From an optimization exercise on the open Yosys and OpenROAD flow, aimed at a short achievable clock period and few clock cycles; shortcuts taken in it are not production practice. In this exercise RTL edits were held to simulation tests only and were not proved equivalent to the original. Power and IR drop assume default switching activity.

==> inputs of v27 <==
==> flow/design.v (excerpt) <==
module core (
    input  logic CLK, RST_N,
    input  logic Empty, Full,
    input  logic [7:0] fifo_data_out,
    output logic RE_fifo, WE_fifo,
    output logic [7:0] fifo_data_in
);
==> flow/config.mk <==
export PLATFORM = sky130hd
export DESIGN_NAME = core
export DESIGN_NICKNAME = core
export VERILOG_FILES = /design/flow/design.v
export SDC_FILE = /design/flow/constraint.sdc
export NUM_CORES = 4
export LEC_CHECK = 0
export ABC_CLOCK_PERIOD_IN_PS = 4000
export CAP_MARGIN = 20
export CORE_MARGIN = 2
export CORE_UTILIZATION = 40
export PLACE_DENSITY = 0.55
export SLEW_MARGIN = 20
==> flow/constraint.sdc <==
create_clock -name core_clock -period 14.5 [get_ports {CLK}]
set_input_delay 2.9000 -clock core_clock [delete_from_list [all_inputs] [get_ports {CLK}]]
set_output_delay 2.9000 -clock core_clock [all_outputs]
set_load 0.01 [all_outputs]
standard.sh (not shown) runs the stock make flow with config.mk's settings and CLKGATE_MAP_FILE= SYNTH_SCRIPT=/design/flow/synth_recipe.tcl, a recipe that flattens the netlist after the stock synthesis.
==> flow/flow/run.sh <==
#!/bin/bash
# The standard layout, with timing repair asked to leave 8.5 ns of setup slack
# at the design's 14.5 ns clock, so that the layout is optimised for speed,
# and with Full and WE_fifo placed next to each other.
set -euo pipefail
export SETUP_SLACK_MARGIN=8.5
export IO_CONSTRAINTS="$PWD/flow/io.tcl"
bash standard.sh > standard_make.log 2>&1
==> flow/flow/io.tcl <==
# Keep Full and WE_fifo side by side: WE_fifo is Full gated by one register,
# and this input-to-output path sets the clock period.
set_io_pin_constraint -group -order -pin_names {Full WE_fifo}
==> v1 (differences from v27) <==
--- a/flow/design.v
+++ b/flow/design.v
@@ -138,144 +138,175 @@
         s_sltu = alu_rr & (f3 == 3'b011);
         s_xor  = alu_rr & (f3 == 3'b100);
         s_or   = alu_rr & (f3 == 3'b110);
         s_and  = alu_rr & (f3 == 3'b111);
         s_sll  = alu_rr & (f3 == 3'b001);
         s_sr   = alu_rr & (f3 == 3'b101);
         c_sub  = d_br | s_slt | s_sltu | (d_op & f3 == 3'b000 & id_ir[30]);
     end
+    logic        hz;
+    logic [31:0] rdp;            
+    always_comb begin
+        rdp = rpend;
+        if (u_rd) rdp[ex_rd] = 1'b1;
+        if (cgot_q) rdp[got_rd] = 1'b1;
+        rdp[0] = 1'b0;
+    end
+    assign hz = id_v & ((~(d_lui | d_auipc | d_jal) & rdp[rs1]) |
+                        ((d_op | d_st | d_br) & rdp[rs2]) |
+                        ((d_lui | d_auipc | d_jal | d_jalr | d_ld | d_opi | d_op) & rdp[rd]));
     logic [31:0] a_n, b_n;
     assign a_n = d_lui ? 32'd0 : d_auipc ? {23'd0, id_pc, 2'b00} : r1;
     assign b_n = (d_op | d_br) ? r2 :
                  (d_lui | d_auipc) ? imm_u :
                  d_st ? imm_s : imm_i;
     logic        ex_v, ex_wen, ex_br, ex_pred, ex_jalr, ex_ld, ex_st, ex_sub, ex_sra;
     logic        ex_add, ex_slt, ex_sltu, ex_sll, ex_sr, ex_xor, ex_or, ex_and, ex_link;
     logic        ex_uart, ex_dm, ex_im;
     logic [5:0]  ex_idx;
     logic [2:0]  ex_f3;
     logic [6:0]  ex_tgt;
     logic [7:0]  ex_pcn;
     logic [31:0] ex_a, ex_b, ex_sd;
     logic        cgot_q;         
+    logic [4:0]  got_rd;         
+    logic [31:0] rpend;          
     logic [31:0] bx, sum, sll_r, sr_r;
     logic [32:0] sum33;
     logic        eq, lts, ltu, cond, taken;
     assign bx    = ex_sub ? ~ex_b : ex_b;
     assign sum33 = {1'b0, ex_a} + {1'b0, bx} + {32'd0, ex_sub};
     assign sum   = sum33[31:0];
     assign ltu   = ~sum33[32];
     assign lts   = (ex_a[31] ^ ex_b[31]) ? ex_a[31] : sum[31];
     assign eq    = (ex_a == ex_b);
     assign sll_r = ex_a << ex_b[4:0];
     assign sr_r  = 32'($signed({ex_sra & ex_a[31], ex_a}) >>> ex_b[4:0]);
     assign cond  = ex_f3[2] ? (ex_f3[1] ? ltu : lts) : eq;
     assign taken = cond ^ ex_f3[0];
     logic [31:0] ld_val;
-    assign ld_val = ex_uart ? {24'd0, fifo_data_out} : dmem[ex_idx[4:0]];
+    assign ld_val = dmem[ex_idx[4:0]];
     always_comb begin
         ex_res = 32'd0;
         if (ex_add)  ex_res = ex_res | sum;
         if (ex_slt)  ex_res = ex_res | {31'd0, lts};
         if (ex_sltu) ex_res = ex_res | {31'd0, ltu};
         if (ex_sll)  ex_res = ex_res | sll_r;
         if (ex_sr)   ex_res = ex_res | sr_r;
         if (ex_xor)  ex_res = ex_res | (ex_a ^ ex_b);
         if (ex_or)   ex_res = ex_res | (ex_a | ex_b);
         if (ex_and)  ex_res = ex_res | (ex_a & ex_b);
         if (ex_link) ex_res = ex_res | {22'd0, ex_pcn, 2'b00};
         if (ex_ld)   ex_res = ex_res | ld_val;
     end
-    localparam int QD = 8;
-    logic [7:0] oq [0:QD-1];
-    logic [3:0] oq_cnt;
-    logic       oq_ne, oq_full, oq_pop, oq_push, wr_direct;
+    localparam int QD = 16;
+    logic       uq_r [0:QD-1];   
+    logic [7:0] uq_d [0:QD-1];   
+    logic [4:0] uq_cnt;
+    logic       uq_ne, uq_full, h_wr, h_rd, wr_direct, rd_direct, deq, enq;
     logic u_rd, u_wr, ex_stall, adv, redirect;
     logic [6:0] rtgt;
+    logic       cpu_re;
     assign u_rd      = ex_v & ex_ld & ex_uart;
     assign u_wr      = ex_v & ex_st & ex_uart;
-    assign oq_ne     = (oq_cnt != 4'd0);
-    assign oq_full   = (oq_cnt == 4'(QD));
-    assign oq_pop    = pdone & oq_ne & ~Full;
-    assign wr_direct = u_wr & pdone & ~oq_ne & ~Full;
-    assign oq_push   = u_wr & ~wr_direct & ~oq_full;
-    assign ex_stall  = (u_rd & ~cgot_q) | (u_wr & oq_full) | (ex_v & ex_st & ex_im & ~ldone);
+    assign uq_ne     = (uq_cnt != 5'd0);
+    assign uq_full   = (uq_cnt == 5'(QD));
+    assign cpu_re    = re_q & ~lre_q;                  
+    assign h_wr      = uq_ne & ~uq_r[0] & pdone & ~Full;
+    assign h_rd      = uq_ne & uq_r[0] & cpu_re & ~Empty;
+    assign wr_direct = u_wr & ~uq_ne & pdone & ~Full;
+    assign rd_direct = u_rd & ~uq_ne & cpu_re & ~Empty;
+    assign deq       = h_wr | h_rd;
+    assign enq       = ((u_wr & ~wr_direct) | (u_rd & ~rd_direct)) & ~uq_full;
+    assign ex_stall  = ((u_rd | u_wr) & uq_full) | (ex_v & ex_st & ex_im & ~ldone);
     assign adv       = ~ex_stall;
-    assign ex_fwd    = ex_v & ex_wen;
+    assign ex_fwd    = ex_v & ex_wen & ~(ex_ld & ex_uart);
     assign redirect  = ex_v & (ex_jalr | (ex_br & (taken ^ ex_pred)));
     assign rtgt      = ex_jalr ? sum[8:2] : taken ? ex_tgt : ex_pcn[6:0];
     logic       re_q, we_q;
     logic [7:0] dout_q;
     assign RE_fifo      = re_q;
     assign WE_fifo      = we_q & ~Full;
     assign fifo_data_in = dout_q;
     logic       cgot_n, ex_v_n, ex_st_n, ex_ld_n, ex_uart_n;
     logic [7:0] ex_sd7_n;
-    logic [3:0] oq_cnt_n;
-    logic [7:0] oq_n [0:QD-1];
+    logic [4:0] uq_cnt_n;
+    logic       uq_r_n [0:QD-1];
+    logic [7:0] uq_d_n [0:QD-1];
+    logic [7:0] enq_d;
     assign lre_n     = lre_q & ((pcnt_n < 9'd8) || ({1'b0, pcnt_n} < lim));
-    assign cgot_n    = u_rd & ~cgot_q & pdone & ~oq_ne & ~Empty;
-    assign oq_cnt_n  = oq_cnt + {3'd0, oq_push} - {3'd0, oq_pop};
-    assign ex_v_n    = adv ? (id_v & ~redirect) : ex_v;
+    assign cgot_n    = h_rd | rd_direct;
+    assign uq_cnt_n  = uq_cnt + {4'd0, enq} - {4'd0, deq};
+    assign ex_v_n    = adv ? (id_v & ~redirect & ~hz) : ex_v;
     assign ex_st_n   = adv ? d_st : ex_st;
     assign ex_ld_n   = adv ? d_ld : ex_ld;
     assign ex_uart_n = adv ? (maddr[9:2] == 8'hff) : ex_uart;
     assign ex_sd7_n  = adv ? r2[7:0] : ex_sd[7:0];
+    assign enq_d     = u_rd ? {3'd0, ex_rd} : ex_sd[7:0];
     always_comb begin
         for (int i = 0; i < QD; i++) begin
-            if (oq_push && 4'(i) == oq_cnt - {3'd0, oq_pop})
-                oq_n[i] = ex_sd[7:0];
-            else if (oq_pop && i < QD - 1)
-                oq_n[i] = oq[i + 1];
-            else
-                oq_n[i] = oq[i];
+            if (enq && 5'(i) == uq_cnt - {4'd0, deq}) begin
+                uq_r_n[i] = u_rd;
+                uq_d_n[i] = enq_d;
+            end else if (deq && i < QD - 1) begin
+                uq_r_n[i] = uq_r[i + 1];
+                uq_d_n[i] = uq_d[i + 1];
+            end else begin
+                uq_r_n[i] = uq_r[i];
+                uq_d_n[i] = uq_d[i];
+            end
         end
     end
     always_ff @(posedge CLK or negedge RST_N) begin
         if (!RST_N) begin
             cgot_q <= 1'b0;
-            oq_cnt <= 4'd0;
+            got_rd <= 5'd0;
+            rpend  <= 32'd0;
+            uq_cnt <= 5'd0;
             re_q   <= 1'b1;
             we_q   <= 1'b0;
             dout_q <= 8'd0;
         end else begin
             cgot_q <= cgot_n;
-            oq_cnt <= oq_cnt_n;
-            re_q   <= lre_n | (ex_v_n & ex_ld_n & ex_uart_n & ~cgot_n & ~lre_n & (oq_cnt_n == 4'd0));
-            we_q   <= ~lre_n & ((oq_cnt_n != 4'd0) | (ex_v_n & ex_st_n & ex_uart_n));
-            dout_q <= (oq_cnt_n != 4'd0) ? oq_n[0] : ex_sd7_n;
+            got_rd <= rd_direct ? ex_rd : uq_d[0][4:0];
+            if (cgot_q) rpend[got_rd] <= 1'b0;
+            if (u_rd & ~rd_direct & ~uq_full) rpend[ex_rd] <= 1'b1;
+            uq_cnt <= uq_cnt_n;
+            re_q   <= lre_n | (~lre_n & ((uq_cnt_n != 5'd0) ? uq_r_n[0] : (ex_v_n & ex_ld_n & ex_uart_n)));
+            we_q   <= ~lre_n & ((uq_cnt_n != 5'd0) ? ~uq_r_n[0] : (ex_v_n & ex_st_n & ex_uart_n));
+            dout_q <= (uq_cnt_n != 5'd0) ? uq_d_n[0] : ex_sd7_n;
         end
     end
     always_ff @(posedge CLK) begin
-        for (int i = 0; i < QD; i++)
-            oq[i] <= oq_n[i];
+        for (int i = 0; i < QD; i++) begin
+            uq_r[i] <= uq_r_n[i];
+            uq_d[i] <= uq_d_n[i];
+        end
     end
     always_ff @(posedge CLK or negedge RST_N) begin
         if (!RST_N) begin
             pc_q    <= 7'h40;
             id_v    <= 1'b0;
             id_pred <= 1'b0;
             id_ir   <= 32'd0;
             id_pc   <= 7'd0;
             id_tgt  <= 7'd0;
         end else if (adv) begin
             if (redirect) begin
                 pc_q <= rtgt;
                 id_v <= 1'b0;
-            end else if (fv) begin
-                pc_q <= f_next;
-                id_v <= 1'b1;
-            end else begin
-                id_v <= 1'b0;
+            end else if (!hz) begin
+                pc_q    <= fv ? f_next : pc_q;
+                id_v    <= fv;
+                id_pred <= f_pred;
+                id_ir   <= iw;
+                id_pc   <= pc_q;
+                id_tgt  <= f_tgt;
             end
-            id_pred <= f_pred;
-            id_ir   <= iw;
-            id_pc   <= pc_q;
-            id_tgt  <= f_tgt;
         end
     end
     always_ff @(posedge CLK or negedge RST_N) begin
         if (!RST_N) begin
             ex_v    <= 1'b0;
             ex_wen  <= 1'b0;
             ex_br   <= 1'b0;
             ex_pred <= 1'b0;
@@ -300,17 +331,17 @@
             ex_f3   <= 3'd0;
             ex_rd   <= 5'd0;
             ex_tgt  <= 7'd0;
             ex_pcn  <= 8'd0;
             ex_a    <= 32'd0;
             ex_b    <= 32'd0;
             ex_sd   <= 32'd0;
         end else if (adv) begin
-            ex_v    <= id_v & ~redirect;
+            ex_v    <= id_v & ~redirect & ~hz;
             ex_wen  <= (d_lui | d_auipc | d_jal | d_jalr | d_ld | d_opi | d_op) & (rd != 5'd0);
             ex_br   <= d_br;
             ex_pred <= id_pred;
             ex_jalr <= d_jalr;
             ex_ld   <= d_ld;
             ex_st   <= d_st;
             ex_sub  <= c_sub;
             ex_sra  <= id_ir[30];
@@ -340,16 +371,18 @@
     assign rf_we = ex_fwd & adv;
     always_ff @(posedge CLK or negedge RST_N) begin
         if (!RST_N) begin
             for (int i = 1; i < 32; i++)
                 rf[i] <= (i == 2) ? 32'd1016 : 32'd0;
         end else begin
             if (rf_we)
                 rf[ex_rd] <= ex_res;
+            if (cgot_q && got_rd != 5'd0)
+                rf[got_rd] <= {24'd0, fifo_data_out};
             if (lgot_q && rcnt_q[8:2] == 7'd0)
                 rf[3][8*rcnt_q[1:0] +: 8] <= fifo_data_out;
         end
     end
     logic [5:0] lw_idx;
     assign lw_idx = rcnt_q[7:2] - 6'd1;
     always_ff @(posedge CLK) begin
         if (lgot_q && rcnt_q[8:2] != 7'd0)
==> v17 (differences from v27) <==
--- a/flow/design.v
+++ b/flow/design.v
@@ -138,89 +138,105 @@
         s_sltu = alu_rr & (f3 == 3'b011);
         s_xor  = alu_rr & (f3 == 3'b100);
         s_or   = alu_rr & (f3 == 3'b110);
         s_and  = alu_rr & (f3 == 3'b111);
         s_sll  = alu_rr & (f3 == 3'b001);
         s_sr   = alu_rr & (f3 == 3'b101);
         c_sub  = d_br | s_slt | s_sltu | (d_op & f3 == 3'b000 & id_ir[30]);
     end
+    logic       hz, p_v;
+    logic [4:0] p_rd;
+    assign p_v  = pend_v | u_rd;
+    assign p_rd = pend_v ? pend_rd : ex_rd;
+    assign hz   = id_v & p_v & (p_rd != 5'd0) &
+                  ((~(d_lui | d_auipc | d_jal) & rs1 == p_rd) |
+                   ((d_op | d_st | d_br) & rs2 == p_rd) |
+                   ((d_lui | d_auipc | d_jal | d_jalr | d_ld | d_opi | d_op) & rd == p_rd));
     logic [31:0] a_n, b_n;
     assign a_n = d_lui ? 32'd0 : d_auipc ? {23'd0, id_pc, 2'b00} : r1;
     assign b_n = (d_op | d_br) ? r2 :
                  (d_lui | d_auipc) ? imm_u :
                  d_st ? imm_s : imm_i;
     logic        ex_v, ex_wen, ex_br, ex_pred, ex_jalr, ex_ld, ex_st, ex_sub, ex_sra;
     logic        ex_add, ex_slt, ex_sltu, ex_sll, ex_sr, ex_xor, ex_or, ex_and, ex_link;
     logic        ex_uart, ex_dm, ex_im;
     logic [5:0]  ex_idx;
     logic [2:0]  ex_f3;
     logic [6:0]  ex_tgt;
     logic [7:0]  ex_pcn;
     logic [31:0] ex_a, ex_b, ex_sd;
     logic        cgot_q;         
+    logic        pend_v;         
+    logic [4:0]  pend_rd;        
     logic [31:0] bx, sum, sll_r, sr_r;
     logic [32:0] sum33;
     logic        eq, lts, ltu, cond, taken;
     assign bx    = ex_sub ? ~ex_b : ex_b;
     assign sum33 = {1'b0, ex_a} + {1'b0, bx} + {32'd0, ex_sub};
     assign sum   = sum33[31:0];
     assign ltu   = ~sum33[32];
     assign lts   = (ex_a[31] ^ ex_b[31]) ? ex_a[31] : sum[31];
     assign eq    = (ex_a == ex_b);
     assign sll_r = ex_a << ex_b[4:0];
     assign sr_r  = 32'($signed({ex_sra & ex_a[31], ex_a}) >>> ex_b[4:0]);
     assign cond  = ex_f3[2] ? (ex_f3[1] ? ltu : lts) : eq;
     assign taken = cond ^ ex_f3[0];
     logic [31:0] ld_val;
-    assign ld_val = ex_uart ? {24'd0, fifo_data_out} : dmem[ex_idx[4:0]];
+    assign ld_val = dmem[ex_idx[4:0]];
     always_comb begin
         ex_res = 32'd0;
         if (ex_add)  ex_res = ex_res | sum;
         if (ex_slt)  ex_res = ex_res | {31'd0, lts};
         if (ex_sltu) ex_res = ex_res | {31'd0, ltu};
         if (ex_sll)  ex_res = ex_res | sll_r;
         if (ex_sr)   ex_res = ex_res | sr_r;
         if (ex_xor)  ex_res = ex_res | (ex_a ^ ex_b);
         if (ex_or)   ex_res = ex_res | (ex_a | ex_b);
         if (ex_and)  ex_res = ex_res | (ex_a & ex_b);
         if (ex_link) ex_res = ex_res | {22'd0, ex_pcn, 2'b00};
         if (ex_ld)   ex_res = ex_res | ld_val;
     end
     localparam int QD = 8;
     logic [7:0] oq [0:QD-1];
     logic [3:0] oq_cnt;
-    logic       oq_ne, oq_full, oq_pop, oq_push, wr_direct;
+    logic       oq_ne, oq_full, oq_pop, oq_push, wr_direct, oq_blk;
+    logic [3:0] pre_cnt;
     logic u_rd, u_wr, ex_stall, adv, redirect;
     logic [6:0] rtgt;
     assign u_rd      = ex_v & ex_ld & ex_uart;
     assign u_wr      = ex_v & ex_st & ex_uart;
     assign oq_ne     = (oq_cnt != 4'd0);
     assign oq_full   = (oq_cnt == 4'(QD));
-    assign oq_pop    = pdone & oq_ne & ~Full;
-    assign wr_direct = u_wr & pdone & ~oq_ne & ~Full;
+    assign oq_blk    = pend_v & ~cgot_q & (pre_cnt == 4'd0);
+    assign oq_pop    = pdone & oq_ne & ~oq_blk & ~Full;
+    assign wr_direct = u_wr & ~pend_v & pdone & ~oq_ne & ~Full;
     assign oq_push   = u_wr & ~wr_direct & ~oq_full;
-    assign ex_stall  = (u_rd & ~cgot_q) | (u_wr & oq_full) | (ex_v & ex_st & ex_im & ~ldone);
+    assign ex_stall  = (u_rd & pend_v) | (u_wr & oq_full) | (ex_v & ex_st & ex_im & ~ldone);
     assign adv       = ~ex_stall;
-    assign ex_fwd    = ex_v & ex_wen;
+    assign ex_fwd    = ex_v & ex_wen & ~(ex_ld & ex_uart);
     assign redirect  = ex_v & (ex_jalr | (ex_br & (taken ^ ex_pred)));
     assign rtgt      = ex_jalr ? sum[8:2] : taken ? ex_tgt : ex_pcn[6:0];
     logic       re_q, we_q;
     logic [7:0] dout_q;
     assign RE_fifo      = re_q;
     assign WE_fifo      = we_q & ~Full;
     assign fifo_data_in = dout_q;
-    logic       cgot_n, ex_v_n, ex_st_n, ex_ld_n, ex_uart_n;
+    logic       cgot_n, pend_v_n, oq_blk_n, ex_v_n, ex_st_n, ex_ld_n, ex_uart_n;
     logic [7:0] ex_sd7_n;
-    logic [3:0] oq_cnt_n;
+    logic [3:0] oq_cnt_n, pre_cnt_n;
     logic [7:0] oq_n [0:QD-1];
     assign lre_n     = lre_q & ((pcnt_n < 9'd8) || ({1'b0, pcnt_n} < lim));
-    assign cgot_n    = u_rd & ~cgot_q & pdone & ~oq_ne & ~Empty;
+    assign cgot_n    = re_q & ~lre_q & ~Empty;
+    assign pend_v_n  = (pend_v & ~cgot_q) | (u_rd & ~pend_v);
+    assign pre_cnt_n = (u_rd & ~pend_v) ? oq_cnt - {3'd0, oq_pop} :
+                       (pre_cnt != 4'd0) ? pre_cnt - {3'd0, oq_pop} : pre_cnt;
+    assign oq_blk_n  = pend_v_n & ~cgot_n & (pre_cnt_n == 4'd0);
     assign oq_cnt_n  = oq_cnt + {3'd0, oq_push} - {3'd0, oq_pop};
-    assign ex_v_n    = adv ? (id_v & ~redirect) : ex_v;
+    assign ex_v_n    = adv ? (id_v & ~redirect & ~hz) : ex_v;
     assign ex_st_n   = adv ? d_st : ex_st;
     assign ex_ld_n   = adv ? d_ld : ex_ld;
     assign ex_uart_n = adv ? (maddr[9:2] == 8'hff) : ex_uart;
     assign ex_sd7_n  = adv ? r2[7:0] : ex_sd[7:0];
     always_comb begin
         for (int i = 0; i < QD; i++) begin
             if (oq_push && 4'(i) == oq_cnt - {3'd0, oq_pop})
                 oq_n[i] = ex_sd[7:0];
@@ -228,25 +244,32 @@
                 oq_n[i] = oq[i + 1];
             else
                 oq_n[i] = oq[i];
         end
     end
     always_ff @(posedge CLK or negedge RST_N) begin
         if (!RST_N) begin
             cgot_q <= 1'b0;
+            pend_v <= 1'b0;
+            pre_cnt <= 4'd0;
+            pend_rd <= 5'd0;
             oq_cnt <= 4'd0;
             re_q   <= 1'b1;
             we_q   <= 1'b0;
             dout_q <= 8'd0;
         end else begin
             cgot_q <= cgot_n;
+            pend_v <= pend_v_n;
+            pre_cnt <= pre_cnt_n;
+            if (u_rd & ~pend_v) pend_rd <= ex_rd;
             oq_cnt <= oq_cnt_n;
-            re_q   <= lre_n | (ex_v_n & ex_ld_n & ex_uart_n & ~cgot_n & ~lre_n & (oq_cnt_n == 4'd0));
-            we_q   <= ~lre_n & ((oq_cnt_n != 4'd0) | (ex_v_n & ex_st_n & ex_uart_n));
+            re_q   <= lre_n | (((pend_v_n & (pre_cnt_n == 4'd0)) | (ex_v_n & ex_ld_n & ex_uart_n & (oq_cnt_n == 4'd0)))
+                               & ~cgot_n & ~lre_n);
+            we_q   <= ~lre_n & (((oq_cnt_n != 4'd0) & ~oq_blk_n) | (ex_v_n & ex_st_n & ex_uart_n & ~pend_v_n));
             dout_q <= (oq_cnt_n != 4'd0) ? oq_n[0] : ex_sd7_n;
         end
     end
     always_ff @(posedge CLK) begin
         for (int i = 0; i < QD; i++)
             oq[i] <= oq_n[i];
     end
     always_ff @(posedge CLK or negedge RST_N) begin
@@ -256,26 +279,24 @@
             id_pred <= 1'b0;
             id_ir   <= 32'd0;
             id_pc   <= 7'd0;
             id_tgt  <= 7'd0;
         end else if (adv) begin
             if (redirect) begin
                 pc_q <= rtgt;
                 id_v <= 1'b0;
-            end else if (fv) begin
-                pc_q <= f_next;
-                id_v <= 1'b1;
-            end else begin
-                id_v <= 1'b0;
+            end else if (!hz) begin
+                pc_q    <= fv ? f_next : pc_q;
+                id_v    <= fv;
+                id_pred <= f_pred;
+                id_ir   <= iw;
+                id_pc   <= pc_q;
+                id_tgt  <= f_tgt;
             end
-            id_pred <= f_pred;
-            id_ir   <= iw;
-            id_pc   <= pc_q;
-            id_tgt  <= f_tgt;
         end
     end
     always_ff @(posedge CLK or negedge RST_N) begin
         if (!RST_N) begin
             ex_v    <= 1'b0;
             ex_wen  <= 1'b0;
             ex_br   <= 1'b0;
             ex_pred <= 1'b0;
@@ -300,17 +321,17 @@
             ex_f3   <= 3'd0;
             ex_rd   <= 5'd0;
             ex_tgt  <= 7'd0;
             ex_pcn  <= 8'd0;
             ex_a    <= 32'd0;
             ex_b    <= 32'd0;
             ex_sd   <= 32'd0;
         end else if (adv) begin
-            ex_v    <= id_v & ~redirect;
+            ex_v    <= id_v & ~redirect & ~hz;
             ex_wen  <= (d_lui | d_auipc | d_jal | d_jalr | d_ld | d_opi | d_op) & (rd != 5'd0);
             ex_br   <= d_br;
             ex_pred <= id_pred;
             ex_jalr <= d_jalr;
             ex_ld   <= d_ld;
             ex_st   <= d_st;
             ex_sub  <= c_sub;
             ex_sra  <= id_ir[30];
@@ -340,16 +361,18 @@
     assign rf_we = ex_fwd & adv;
     always_ff @(posedge CLK or negedge RST_N) begin
         if (!RST_N) begin
             for (int i = 1; i < 32; i++)
                 rf[i] <= (i == 2) ? 32'd1016 : 32'd0;
         end else begin
             if (rf_we)
                 rf[ex_rd] <= ex_res;
+            if (cgot_q && pend_rd != 5'd0)
+                rf[pend_rd] <= {24'd0, fifo_data_out};
             if (lgot_q && rcnt_q[8:2] == 7'd0)
                 rf[3][8*rcnt_q[1:0] +: 8] <= fifo_data_out;
         end
     end
     logic [5:0] lw_idx;
     assign lw_idx = rcnt_q[7:2] - 6'd1;
     always_ff @(posedge CLK) begin
         if (lgot_q && rcnt_q[8:2] != 7'd0)
==> comparison table <==
Clk network pwr share: v1 0.261; v17 0.254; v27 0.260
Count of cells resized by post-cts repair: v1 110; v17 71; v27 88
Net switching share of the total power: v1 0.405; v17 0.407; v27 0.401
Fraction of cell area in non-clock buffers: v1 0.0237; v17 0.0222; v27 0.0212
Total Power: v1 0.0452 W; v17 0.0454 W; v27 0.0443 W
Slew of the pin with the lowest slew margin: v1 1380 ps; v17 1350 ps; v27 1260 ps
Worst-skew pair later-pin latency: v1 1130 ps; v17 1130 ps; v27 1090 ps
Total clock buffers created by CTS: v1 453; v17 448; v27 435
Met3 wirelength from detailed routing: v1 96500 um; v17 93000 um; v27 75700 um
Row count: v1 257; v17 252; v27 249
Result of the run: v1 finished clean; v17 finished clean; v27 finished clean
Overall die area: v1 498000 um2; v17 479000 um2; v27 467000 um2
Number of multi-input logic gates: v1 8943; v17 8330; v27 8082
Portion of the post-synthesis area used by sequential elements: v1 0.633; v17 0.642; v27 0.657
Total wire length: v1 800000 um; v17 757000 um; v27 689000 um
Final hold slack: v1 477 ps; v17 474 ps; v27 458 ps
Number of DRC markers in iteration 0: v1 22244; v17 23440; v27 19807
Portion of total power attributed to sequential cells: v1 0.365; v17 0.369; v27 0.372
HPWL Detailed: v1 480000 um; v17 445000 um; v27 409000 um
Met1 demand-to-capacity share in global routing: v1 0.405; v17 0.394; v27 0.394
Area added between synthesis and finish: v1 13.1%; v17 13.1%; v27 13.2%
Buffers, non-clock: v1 560; v17 524; v27 488
Area occupied by registers: v1 125000 um2; v17 121000 um2; v27 121000 um2
Testbench counts of v27, summed over its fixed seeds: cycles 35,944.
Testbench counts of v1, summed over its fixed seeds: cycles 35,008.
Testbench counts of v17, summed over its fixed seeds: cycles 35,171.

-- what the ideal ports hide --
How much do the figures lean on ideal ports? The routed layouts below were timed once more, with nothing changed but the port constraints.
Step 1 sets driving cells, clkbuf_16 on the clock port and buf_2 on the other inputs (assumed; they add their load-dependent delay and slew).
Step 2 also shifts input and output timing later by t, the mid clock arrival at the registers, as if the neighbouring blocks saw the same clock.
a / b / c = ideal / step 1 / step 2; a / b = the first two.
run	t (ns)	slack for setup (ns)	slew at the worst register clock pin (ns)	cell pins on the clock port's net
v27	1.141	8.372 / 8.321 / 7.566	0.07 / 0.07	1
v1	1.200	8.194 / 8.194 / 7.787	0.07 / 0.07	1
v17	1.163	8.363 / 8.350 / 7.588	0.07 / 0.07	1
After both steps setup and hold are still met in every run listed. For v27, which loses most, drivers alone change the setup slack by -0.051 ns; drivers and shift together by -0.806 ns.
